From an optimization exercise on the open Yosys and OpenROAD flow, aimed at small area and a short achievable clock period; shortcuts taken in it are not production practice. Function was checked by simulation only, so behaviour that the tests miss may differ from the original. Power and IR drop assume default switching activity. The flow treats the clock pin as an ideal source, which a real chip does not have.

## PE
module PE #(
  parameter integer PE_BUF_ADDR_WIDTH   = 5,
  parameter integer OP_WIDTH            = 16,
  parameter integer ACC_WIDTH           = 16,
  parameter         LAYER_NORM          = "NO"
)
(
  input  wire                                         clk,
  input  wire                                         reset,
  input  wire                                         mask,
  input  wire  [ 10+2*PE_BUF_ADDR_WIDTH -1 : 0 ]      ctrl,
  input  wire                                         src_2_sel,
  input  wire  [ OP_WIDTH             -1 : 0 ]        read_data_0,
  input  wire  [ OP_WIDTH             -1 : 0 ]        read_data_1,
  input  wire  [ OP_WIDTH             -1 : 0 ]        read_data_2,
  output wire  [ OP_WIDTH             -1 : 0 ]        lrn_center,
  output wire  [ OP_WIDTH             -1 : 0 ]        write_data,
  output wire  [ OP_WIDTH             -1 : 0 ]        pe_buffer_read_data,
  input  wire                                         pe_neuron_read_req,
  input  wire  [ OP_WIDTH             -1 : 0 ]        pe_neuron_write_data,
  input  wire                                         pe_neuron_write_req,
  input  wire  [ PE_BUF_ADDR_WIDTH    -1 : 0 ]        pe_neuron_write_addr,
  output wire                                         write_valid
);
Size in the first run: ~2,600 cells after synthesis, ~1,000 flip-flops, about 140 I/O pins, roughly 40,000 um2 of cells after synthesis.
==> flow/config.mk <==
export PLATFORM = sky130hd
export DESIGN_NAME = PE
export DESIGN_NICKNAME = PE
export VERILOG_FILES = /design/flow/design.v
export SDC_FILE = /design/flow/constraint.sdc
export NUM_CORES = 4
export LEC_CHECK = 0
export ABC_CLOCK_PERIOD_IN_PS = 2800
export CAP_MARGIN = 20
export CORE_MARGIN = 2
export CORE_UTILIZATION = 78
export SETUP_SLACK_MARGIN = 4.0
export SLEW_MARGIN = 20
==> flow/constraint.sdc <==
create_clock -name core_clock -period 6.5 [get_ports {clk}]
set_input_delay 1.3000 -clock core_clock [delete_from_list [all_inputs] [get_ports {clk}]]
set_output_delay 1.3000 -clock core_clock [all_outputs]
set_load 0.01 [all_outputs]
standard.sh (not shown) runs the stock make flow with config.mk's settings and CLKGATE_MAP_FILE= SYNTH_SCRIPT=/design/flow/synth_recipe.tcl, a recipe that flattens the netlist after the stock synthesis.
==> flow/flow/run.sh <==
#!/bin/bash
set -e
export BUFFER_PORTS_ARGS="-buffer_cell sky130_fd_sc_hd__buf_1"
export CTS_ARGS="-sink_clustering_enable -repair_clock_nets -sink_clustering_size 28 -sink_clustering_max_diameter 80 -dont_use_dummy_load"
bash standard.sh > standard.log 2>&1
Next try:
--- a/flow/config.mk
+++ b/flow/config.mk
@@ -10,3 +10,3 @@
 export CORE_MARGIN = 2
-export CORE_UTILIZATION = 78
+export CORE_UTILIZATION = 60
 export SETUP_SLACK_MARGIN = 4.0
What happened: The changed run ran to the end with no violations. Total power is about the same. Utilization decreases by 20 points. Worst setup slack improves by 0.029 ns. Via count decreases by a little under a tenth. Count of clock-buffer cells in the layout increases by 2. Synthesized cell count stays the same. Worst hold slack degrades by 0.0039 ns.
Next try:
==> flow/flow/run.sh (replaced) <==
#!/bin/bash
set -e
export BUFFER_PORTS_ARGS="-buffer_cell sky130_fd_sc_hd__buf_1"
export CTS_ARGS="-sink_clustering_enable -repair_clock_nets -sink_clustering_size 31 -sink_clustering_max_diameter 80 -dont_use_dummy_load"
bash standard.sh > standard.log 2>&1
--- a/flow/config.mk
+++ b/flow/config.mk
@@ -8,6 +8,6 @@
 export ABC_CLOCK_PERIOD_IN_PS = 2800
-export CAP_MARGIN = 20
+export CAP_MARGIN = 0
 export CORE_MARGIN = 2
-export CORE_UTILIZATION = 60
+export CORE_UTILIZATION = 70
 export SETUP_SLACK_MARGIN = 4.0
-export SLEW_MARGIN = 20
+export SLEW_MARGIN = 0
The changed run went through all stages and came out clean.
Setup slack stays flat.
Power fell by 1.6%.
Utilization rose by 10 points.
Worst hold slack stays flat.
Next try:
==> flow/flow/run.sh (replaced) <==
#!/bin/bash
set -e
export BUFFER_PORTS_ARGS="-buffer_cell sky130_fd_sc_hd__buf_1"
export CTS_ARGS="-sink_clustering_enable -repair_clock_nets -sink_clustering_size 28 -sink_clustering_max_diameter 80 -dont_use_dummy_load"
bash standard.sh > standard.log 2>&1
--- a/flow/config.mk
+++ b/flow/config.mk
@@ -8,3 +8,3 @@
 export ABC_CLOCK_PERIOD_IN_PS = 2800
-export CAP_MARGIN = 0
+export CAP_MARGIN = 20
 export CORE_MARGIN = 2
@@ -12,2 +12,2 @@
 export SETUP_SLACK_MARGIN = 4.0
-export SLEW_MARGIN = 0
+export SLEW_MARGIN = 20
Result: Via count went up by 0.45%. Die area stays the same. Routed wire length hardly moves. Combinational power hardly moves. Core utilization climbs by 0.29 points. Cell area went up by 0.38%. Clock skew climbs by 0.023 ns. Count of clock-buffer cells in the layout climbs by 4.


Starting RTL as in the previous note.
==> flow/config.mk <==
export PLATFORM = sky130hd
export DESIGN_NAME = PE
export DESIGN_NICKNAME = PE
export VERILOG_FILES = /design/flow/design.v
export SDC_FILE = /design/flow/constraint.sdc
export NUM_CORES = 4
export LEC_CHECK = 0
export ABC_CLOCK_PERIOD_IN_PS = 2800
export CAP_MARGIN = 20
export CORE_MARGIN = 2
export CORE_UTILIZATION = 70
export SETUP_SLACK_MARGIN = 4.0
export SLEW_MARGIN = 20
==> flow/constraint.sdc <==
create_clock -name core_clock -period 6.5 [get_ports {clk}]
set_input_delay 1.3000 -clock core_clock [delete_from_list [all_inputs] [get_ports {clk}]]
set_output_delay 1.3000 -clock core_clock [all_outputs]
set_load 0.01 [all_outputs]
==> flow/flow/run.sh <==
#!/bin/bash
set -e
export BUFFER_PORTS_ARGS="-buffer_cell sky130_fd_sc_hd__buf_1"
export CTS_ARGS="-sink_clustering_enable -repair_clock_nets -sink_clustering_size 31 -sink_clustering_max_diameter 80 -dont_use_dummy_load"
bash standard.sh > standard.log 2>&1
Then changed:
--- a/flow/config.mk
+++ b/flow/config.mk
@@ -12 +12 @@
-export SETUP_SLACK_MARGIN = 4.0
+export SETUP_SLACK_MARGIN = 3.95
The new run ran to the end with no violations. First-iteration DRC count fell by 15%. Global-route usage went down by 0.19 points. Final area fell by 0.48%.
Then changed:
--- a/flow/config.mk
+++ b/flow/config.mk
@@ -12 +12 @@
-export SETUP_SLACK_MARGIN = 3.95
+export SETUP_SLACK_MARGIN = 4.0
Global-route usage grows by 0.19 points; cell area rises slightly; clock skew goes down by 0.037 ns; register-to-register slack gains 0.06 ns; worst hold slack got worse by 0.024 ns; maximum frequency stays flat; wire length increases slightly; worst setup slack gets better by 0.0049 ns.
Then changed:
--- a/flow/config.mk
+++ b/flow/config.mk
@@ -9 +9 @@
-export CAP_MARGIN = 20
+export CAP_MARGIN = 5
@@ -13 +13 @@
-export SLEW_MARGIN = 20
+export SLEW_MARGIN = 5
Final cell count barely changes; maximum frequency does not change; core utilization drops by 0.11 points; worst setup slack does not change; non-clock buffer count drops by 2; global-route usage is about the same; sequential power barely changes; final area stays flat; power hardly moves; combinational power drops slightly.

-- afterwards: timing with drivers on the ports --
No port has a modelled driver above. Below, the same layouts with a new extraction and two added sets of constraints.
Step 1, drivers: a clkbuf_16 drives clk and a buf_2 each remaining input, both assumed.
Step 2 times the ports against the registers' clock, not the clock port: input delays grow and output delays shrink by t, the midpoint of the rising clock arrivals with the driver on.
Slacks: ideal / step 1 / step 2; pairs: ideal / step 1.
run	t, ns	slack for setup (ns)	clock arrival spread, ns	pins driven straight from the clock port
the first run of note 1	0.684	3.871 / 3.859 / 3.404	0.075 / 0.076	1
the second run of note 1	0.681	3.900 / 3.859 / 3.380	0.075 / 0.074	1
the third run of note 1	0.661	3.900 / 3.859 / 3.416	0.056 / 0.057	1
the fourth run of note 1	0.667	3.900 / 3.859 / 3.435	0.070 / 0.070	1
the first run of note 2	0.657	3.900 / 3.859 / 3.441	0.054 / 0.053	1
the second run of note 2	0.664	3.895 / 3.859 / 3.338	0.081 / 0.082	1
the third run of note 2	0.657	3.900 / 3.859 / 3.441	0.054 / 0.053	1
the fourth run of note 2	0.661	3.900 / 3.859 / 3.416	0.056 / 0.057	1
After both steps every run listed still meets setup and hold. For the second run of note 2, which loses most, drivers alone change the setup slack by -0.036 ns; drivers and shift together by -0.557 ns.
